This is an optimization exercise on Yosys and OpenROAD, whose aim is small area, a short achievable clock period and few clock cycles, not a production implementation. The RTL was checked by simulation tests, not by an equivalence proof against the original design. Power and IR drop assume default switching activity.

[flow/config.mk]
export PLATFORM = sky130hd
export DESIGN_NAME = matrix_mult
export DESIGN_NICKNAME = matrix_mult
export VERILOG_FILES = /design/flow/design.v
export SDC_FILE = /design/flow/constraint.sdc
export NUM_CORES = 4
export LEC_CHECK = 0
export CAP_MARGIN = 20
export CORE_MARGIN = 2
export CORE_UTILIZATION = 40
export PLACE_DENSITY = 0.6
export SLEW_MARGIN = 20
[flow/constraint.sdc]
create_clock -name core_clock -period 8.0 [get_ports {clk}]
set_input_delay 1.6000 -clock core_clock [delete_from_list [all_inputs] [get_ports {clk}]]
set_output_delay 1.6000 -clock core_clock [all_outputs]
set_load 0.01 [all_outputs]
[flow/design.v]
`timescale 1ns / 1ns
module register #(parameter DW = 8) (
	input clk,
	input rst,
	input ld,
	input [DW-1:0] data_in,
	output reg [DW-1:0] data
);
	(*RAM_STYLE="BLOCK"*)
	always @(posedge clk) begin
		if(rst) begin
			data <= {DW{1'd0}};
		end
		else if (ld) begin
	    	data <= data_in;
		end
	end
endmodule
`timescale 1ns / 1ns
module memory #(parameter DW = 8, m = 8 , n = 8) (
		input clk,
		input readEN,
		input writeEN,
		input ramEN,
		input [(m + n)-1:0] addr,
		input [(m + n)-1 :0] data_in,
		output reg [DW-1:0] data_out
    );
	(*RAM_STYLE="BLOCK"*)
  reg [DW-1:0] mat [m*n-1:0];  
    always @(posedge clk) begin
        if (ramEN)
            if (writeEN)
                mat[addr] <= data_in;
            else if(readEN)
                data_out <= mat[addr];
    end
endmodule
`timescale 1ns / 1ns
module memoryFinall #(parameter DW = 8, m = 8 , n = 8) (
		input clk,
		input readEN,
		input writeEN,
		input ramEN,
		input [(m + n)-1:0] addr,
		input [2*DW-1:0] data_in,
		output reg [2*DW-1:0] data_out
    );
	 (*RAM_STYLE="BLOCK"*)
   reg [2*DW-1:0] mat [m*n-1:0];
  always @(posedge clk)
      if (ramEN)
        if (writeEN)
          mat[addr] <= data_in;
        else if(readEN)
            data_out <= mat[addr];
endmodule
`timescale 1ns / 1ns
module datapath #(parameter DATA_WIDTH = 8, m = 8, n = 8) (
		input [DATA_WIDTH-1:0] data_in,
		input clk, rst,
		input m1EN, m2EN, m3EN, m1rEN, m2rEN, m3rEN, m1wEN, m2wEN, m3wEN,
		input mult_ld, mult_rst,
		input [(m+n)-1:0] addr1, addr2, addr3,
		input [1:0] shift_cnt,
		output [2*DATA_WIDTH-1:0] data_out
    );
	wire [DATA_WIDTH-1:0] out1;
	wire [DATA_WIDTH-1:0] out2;
	memory #(DATA_WIDTH,m,n) mat1 (
		.clk(clk), 
		.readEN(m1rEN), 
		.writeEN(m1wEN), 
		.ramEN(m1EN), 
		.addr(addr1), 
		.data_in(data_in), 
		.data_out(out1)
    );
	memory #(DATA_WIDTH,n,m) mat2 (
		.clk(clk), 
		.readEN(m2rEN), 
		.writeEN(m2wEN), 
		.ramEN(m2EN), 
		.addr(addr2), 
		.data_in(data_in), 
		.data_out(out2)
    );
	wire [2*DATA_WIDTH-1:0] mult_reg_out;
	wire [2*DATA_WIDTH-1:0] mult_reg_in;
	wire [2*DATA_WIDTH-1:0] mult_res;
	wire [2*DATA_WIDTH-1:0] result;
    wire overFlow;
	assign mult_res = out1 * out2;
	assign {overFlow,mult_reg_in} = mult_reg_out + mult_res;
	wire ld_rst = rst | mult_rst;
	parameter regPar = 2*DATA_WIDTH+2;
	register #(regPar) ld_reg (
		.clk(clk), 
		.rst(ld_rst), 
		.ld(mult_ld),
		.data_in(mult_reg_in),
		.data(mult_reg_out)
    );
    memoryFinall #(DATA_WIDTH,m,m) mat3 (
		.clk(clk),
		.readEN(m3rEN), 
		.writeEN(m3wEN), 
		.ramEN(m3EN), 
		.addr(addr3), 
		.data_in(mult_reg_out), 
		.data_out(result)
    );
    assign data_out = result;
endmodule
`timescale 1ns / 1ns
module controller #(parameter m = 8 , n = 8)(
		input start,
		input rst, clk,
		output reg m1EN, m2EN, m3EN, m1rEN, m2rEN, m3rEN, m1wEN, m2wEN, m3wEN,
		output reg mult_ld,
		output reg [1:0] shift_cnt,
		output reg mult_rst,
		output reg [(m + n)-1:0] addr1, addr2, addr3,
		output reg done
    );
	 (* FSM_ENCODING="SEQUENTIAL", SAFE_IMPLEMENTATION="NO" *)
	parameter sum_MN = m + n - 1;
	reg [5:0] ps;
	reg [sum_MN:0] readi;
	reg [sum_MN:0] i;
	reg [sum_MN:0] j;
	reg [sum_MN:0] k;
	reg [7:0] outi;
	always @(posedge clk) begin
		if(rst) begin
			ps = 6'd0;
			outi = 8'd0;
			done <= 1'b0;
			shift_cnt <= 2'd0;
			{m1EN, m2EN, m3EN, m1rEN, m2rEN, m3rEN, m1wEN, m2wEN, m3wEN, mult_ld, mult_rst} <= 11'b00000000000;
			readi = {sum_MN{1'b0}};  
			i = {sum_MN{1'b0}};  
			j = {sum_MN{1'b0}};  
			k = {sum_MN{1'b0}};
		end 
		else begin
			{m1EN, m2EN, m3EN, m1rEN, m2rEN, m3rEN, m1wEN, m2wEN, m3wEN, mult_ld, mult_rst} <= 11'b00000000000;
			done <= 1'b0;
			case (ps)
				0: begin 
					ps = start ? 6'd1 : 6'd0;
				end
				1: begin 
					m1EN <= 1'b1;
					m1wEN <= 1'b1;
					addr1 <= readi;
					readi = readi + 1;  
					if(readi >= (m*n) ) begin
						ps = 6'd2;
						readi = 8'd0;
					end
				end
				2: begin 
					m2EN <= 1'b1;
					m2wEN <= 1'b1;
					addr2 <= readi;
					readi = readi + 1; 	 
					if(readi >= (m*n) ) begin
						ps = 6'd3;
						readi = 8'd0;
					end
				end
				3: begin
					addr1 <= (n * i) + k;
					addr2 <= j + (m * k);
					m1rEN <= 1'b1;
					m2rEN <= 1'b1;
					m1EN <= 1'b1;
					m2EN <= 1'b1;
					k = k + 1;
					ps = 6'd4;
				end
				4: begin
					mult_ld <= 1'b1;
					if(k > n-1) begin
						ps = 6'd5;
						k = {sum_MN{1'd0}};
					end
					else begin
						ps = 6'd3;
					end
				end
				5: begin
					mult_rst <= 1'b1;
					m3EN <= 1'b1;
					m3wEN <= 1'b1;
					addr3 <= (m * i) + j;						
					j = j + 1;
					if(j > m-1) begin
						i = i + 1;
						ps = 6'd6;
						j = {sum_MN{1'd0}};
					end 
					else begin
						ps = 6'd3;
					end
				end
				6: begin
					if(i > m-1) begin
						ps = 6'd7;
					end
					else begin
						ps = 6'd3;
					end
				end
				7: begin
					addr3 <= outi;
					m3EN <= 1'b1;
					m3rEN <= 1'b1;
					ps = 6'd8;		
				end
				8: begin
					done <= 1'b1;
					outi = outi + 1;
					if(outi >= m*m) begin
						outi = 8'd0;
						i = {sum_MN{1'b0}};
						ps = 6'd0;
					end
					else begin
						ps = 6'd7;
					end
				end
				default ps=0;
			endcase
		end
	end
endmodule
`timescale 1ns / 1ns
module matrix_mult #(parameter DW = 8, m = 8 , n = 8)(
		input clk,
		input reset,
		input [DW-1:0] data_in,
		input start,
		output [2*DW-1:0] data_out,
		output done
    );
wire [(m+n)-1:0] addr1, addr2, addr3;
wire [1:0] shift_cnt;
datapath #(DW,m,n) mult_dp (
    .data_in(data_in), 
    .clk(clk), 
    .rst(reset), 
    .m1EN(m1EN), 
    .m2EN(m2EN), 
    .m3EN(m3EN), 
    .m1rEN(m1rEN), 
    .m2rEN(m2rEN), 
    .m3rEN(m3rEN), 
    .m1wEN(m1wEN), 
    .m2wEN(m2wEN), 
    .m3wEN(m3wEN), 
    .mult_ld(mult_ld), 
    .mult_rst(mult_rst), 
    .addr1(addr1), 
    .addr2(addr2), 
    .addr3(addr3), 
	.shift_cnt(shift_cnt),
    .data_out(data_out)
    );
controller #(m,n) mult_ctrl (
    .start(start), 
    .rst(reset), 
    .clk(clk), 
    .m1EN(m1EN), 
    .m2EN(m2EN), 
    .m3EN(m3EN), 
    .m1rEN(m1rEN), 
    .m2rEN(m2rEN), 
    .m3rEN(m3rEN), 
    .m1wEN(m1wEN), 
    .m2wEN(m2wEN), 
    .m3wEN(m3wEN), 
    .mult_ld(mult_ld), 
	.shift_cnt(shift_cnt),
    .mult_rst(mult_rst), 
    .addr1(addr1), 
    .addr2(addr2), 
    .addr3(addr3), 
    .done(done)
    );
endmodule
[flow/run.sh]
#!/bin/bash
# synth_recipe.tcl (not shown) runs the flow's synth.tcl, then flattens the netlist and writes it again
# the make line also repeats each setting of config.mk as NAME=value (left out here)
make -C /OpenROAD-flow-scripts/flow DESIGN_CONFIG=/design/flow/config.mk WORK_HOME=/design/flow/orfs CLKGATE_MAP_FILE= SYNTH_SCRIPT=/design/flow/synth_recipe.tcl finish
==> results.txt <==
logic make-up (layout without fill, tap and decap cells):
kind of cell / count (synthesis) / count (layout)
AO/OA/AOI/OAI: 1387 / 1387
XOR/XNOR: 31 / 31
adder cells (fa/ha/maj): 98 / 98
buffers and inverters: 416 / 695
flip-flops: 2200 / 2200
multiplexers: 18 / 18
other: 0 / 1
AND/OR/NAND/NOR: 816 / 816
synthesized netlist by cell type, types with 56 or more instances:
library cell	number
edfxtp_1	2098
nand2_1	139
clkbuf_1	234
a22o_1	169
a31oi_1	160
inv_1	112
buf_1	56
a21oi_1	134
nor2_1	273
nand4_1	100
a221oi_1	182
a22oi_1	627
nand3_1	59
dfxtp_1	102
worst max-delay path, delay by kind of cell, from the launching register on:
family,cells,cell delay (ns)
adders and majority gates,5,2.37
AOI/OAI and AO/OA,6,1.49
xor gates and xnor gates,1,0.19
buffers and inverters,4,0.33
DFF,1,0.78
layer usage:
metal	share of wire	global-route usage	up-vias
met3	0.087	0.0413	378
met5	0.00018	0	-
met2	0.48	0.326	2100
li1	-	-	20542
met1	0.41	0.282	24293
met4	0.028	0.0629	6
layout make-up:
class,instances,share of cell area
Sequential cell,2200,0.694
Multi-Input combinational cell,2350,0.178
Clock buffer,257,0.0596
Tap cell,2704,0.0361
Timing Repair Buffer,185,0.0168
Clock inverter,139,0.0116
Inverter,114,0.00456
Antenna cell,1,0.0000267
flip-flops by register name, indices dropped and copies added (netlist names), 4 cells and up:
register and count:
mult_dp.mat3.mat 1024, mult_dp.mat1.mat 512, mult_dp.mat2.mat 512, mult_ctrl.i 16, mult_ctrl.j 16, mult_ctrl.k 16, mult_ctrl.readi 16, mult_dp.ld_reg.data 16
mult_dp.mat3.data_out 16, mult_ctrl.outi 8, mult_dp.mat1.data_out 8, mult_dp.mat2.data_out 8, mult_ctrl.addr1 6, mult_ctrl.addr2 6, mult_ctrl.addr3 6, mult_ctrl.ps 4
power by group through the flow:
| stage | logic (W) | registers, W | clock network [W] |
|---|---|---|---|
| CTS | 0.00133 | 0.0127 | 0.00977 |
| global route | 0.00142 | 0.0127 | 0.0102 |
| finish | 0.00133 | 0.0127 | 0.00965 |
| detailed placement | 0.00133 | 0.0129 | 0 |
| global placement | 0.00132 | 0.0129 | 0 |
| floorplan | 0.000781 | 0.0129 | 0 |
worst min path at each step:
| stage | startpoint | endpoint | slack (ns) | depth (start not counted) |
|---|---|---|---|---|
| 3_3_place_gp | mult_ctrl.i[15] | mult_ctrl.i[15] | 0.47 | 2 |
| 5_1_grt | mult_ctrl.j[13] | mult_ctrl.j[13] | 0.51 | 1 |
| 4_1_cts | mult_ctrl.i[1] | mult_ctrl.i[1] | 0.49 | 2 |
| 3_5_place_dp | mult_ctrl.i[15] | mult_ctrl.i[15] | 0.48 | 2 |
| 2_1_floorplan | mult_ctrl.i[15] | mult_ctrl.i[15] | 0.45 | 2 |
| 6_report | mult_ctrl.i[1] | mult_ctrl.i[1] | 0.49 | 2 |
through the flow:
| stage | worst slack [ns] | hold slack (ns) |
|---|---|---|
| 6_report | 2.72 | 0.485 |
| 5_1_grt | 2.37 | 0.505 |
| 4_1_cts | 2.30 | 0.491 |
| 3_5_place_dp | 2.32 | 0.479 |
| 3_3_place_gp | 2.40 | 0.469 |
| 2_1_floorplan | 2.85 | 0.453 |
==> metrics.md <==
| Metric | Value |
|---|---|
| GP Congestion | 0.811 |
| Commonest non-fill, non-tap cells in the layout | edfxtp_1, a22oi_1, nor2_1, clkbuf_16, a221oi_1 |
| Die Wd | 460 microns |
| CTS Buf Count | 213 |
| Outcome | timing/DRC/antenna clean |
| Reg power frac | 0.536 |
| PwrDens | 252 mW/mm^2 |
| Crit path DAT | 6.00 ns |
| PostCTS Resize Cnt | 0 |
| Layout cells sized above 1 | 0.105 |
| Mux contribution to synthesized area | 0.00224 |
| Fill cells | 17.8k |
| Area of the multi-input gates | 0.0167 sq mm |
| Largest family of logic cells by synthesized area | compound AO/OA/AOI/OAI gates |
| Post-DP HPWL | 123 mm |
| Final net count | 5173 |
| Hold Crit Class | flop to flop |
| Total grt overflow | 0 |
| # DRC | 0 |
| Yosys reg bits | 2200 |
| Post-route design area | 0.0938 sq mm |
| CTS root buf | clkbuf_16 |
| Switching share of total power | 0.226 |
| Leading post-synthesis cells by cell area | edfxtp_1, a22oi_1, dfxtp_1 |
| Yosys top cell area share | 0.758 |
| Power Internal | 0.0183 W |
| DR WL/cell | 27.5 microns |
| Die ar. | 0.212 sq mm |
| Most common cell after layout, fill and taps aside | edfxtp_1 |
| Period utilisation layout | 0.660 |
| DP Area | 0.0871 sq mm |
| Hold buffers post-CTS | 0 |
| Setup TNS | 0 ns |
| Postcts setup bufs | 0 |
| Worst R2R End | mult_dp.ld_reg.data[14] |
| CP max-delay cell | dfxtp_4 |
| R2R setup slack | 2.72 ns |
| Max-cap violations | 0 |
| Final Util | 0.454 |
| Final Power | 0.0237 W |
| Largest net degree at the start of global routing | 103 |
| GRT Util Overall | 0.204 |
| Cell area after synthesis | 0.0832 sq mm |
| First-pass GRT wire length | 320 mm |
| Net Sw Power | 0.00535 W |
| Fmax achieved | 189 MHz |
| Critical path capture point | mult_dp.ld_reg.data[14] |
| Synth warn | 19 |
| Max stage delay on crit path | 0.78 ns |
| CTS tree | built |
| Port-buffer cells | 27 |
| Antenna viol nets, final | 0 |
| Via density | 5.95 |
| Library cells used by synthesis | 74 |
| Finished Layout Cells | 7950 |
| Actual slew at the worst max-slew pin | 1.10 ns |
| CTS Sinks | 2200 |
| RSZ-0062 raised after global routing | false |
| Post-Syn Instances | 4966 |
| R2R depth | 16 |
| Row count | 167 |
| Clock share of power | 0.408 |
| Num ports | 28 |
| Cells along the critical path | inv_1 > fa_1 > inv_1 > fa_1 > inv_1 > fa_1 > fa_1 > inv_1 > ha_1 > o21a_1 > a21oi_1 > o21ai_0 > a2111oi_0 > a21oi_1 > xnor2_1 > o22ai_1 |
| Kind of critical path | flop to flop |
| Crit. End Element | flop |
| Worst slew margin | 0.261 |
| Peak supply drop | 0.000215 V |
| Main flop type after synthesis | edfxtp_1 |
| Synth Area in Compound Gates | 0.124 |
| CP startpoint kind | flop |
| Sequential area share after synthesis | 0.782 |
| Crit path launch | mult_dp.ld_reg.data[6] |
| Number of synthesized flops with an enable pin | 2098 |
| Leakage Power | 29.3 nW |
| Detailed-route via count | 47.3k |
| Crit Path Max Fanout | 66 |
| Number of global-route vias before repair | 46.4k |
| First DRT Iteration DRCs | 5507 |
| Initial antenna violation count | 6 |
| Post-route minimum period | 5.28 ns |
| Final setup fails | 0 |
| Combinational fraction of design power | 0.056 |
| FF/Latch Area | 0.0651 sq mm |
| Async S/R FF share, synth | 0 |
| Die Y | 460 microns |
| Post-Synth Adder-Cell Area | 0.0195 |
| Initial core utilization | 0.402 |
| Area Growth Syn to Fin | 12.8% |
| Simple-gate portion of the synthesized area | 0.0493 |
| Setup Skew | 0.0430 ns |
| Core area | 0.207 sq mm |
| XOR/XNOR Fraction of Synth Area | 0.00326 |
| Total wire length | 219 mm |
| CTS Buffer Depth | 3 |
| First-pass detailed-route iteration total | 9 |
| Launch point of the worst reg-to-reg path | mult_dp.ld_reg.data[6] |
| Post-Syn Area per Cell | 16.7 sq um |
| DP Cell Count | 7550 |
| H-tree depth | 4 |
| Syn Nets | 5075 |
| Final hold viol count | 0 |
| CP Data Required Time | 8.72 ns |
| Worst skew pair latency | 0.86 ns |
| Slew Limit Fails | 0 |
| Dominant cell type by area after synthesis | edfxtp_1 |
| Clk slew on worst S/H paths | 0.06 ns |
Testbench counts, summed over its fixed seeds: cycles 43,304.

port drivers added, routing unchanged:
No port has a modelled driver above. Below, the same layout with a new extraction and two added sets of constraints.
Step 1, drivers: a clkbuf_16 drives clk and a buf_2 each remaining input, both assumed.
Step 2 moves the port delays by t, midway between the first and last clock arrival at a register: inputs arrive t later, outputs are due t later. That takes back most of the time a late clock gives input paths.
Three values: no drivers, after step 1, after step 2; two values: the first two.
t (ns): 0.922
setup WS [ns]: 2.721 / 2.721 / 2.721
hold WS [ns]: 0.485 / 0.485 / 0.485
worst slew at a driven data input, ns: 0.04
After both steps this run still meets setup and hold. For this run, drivers alone change the setup slack by 0.000 ns; drivers and shift together by 0.000 ns.
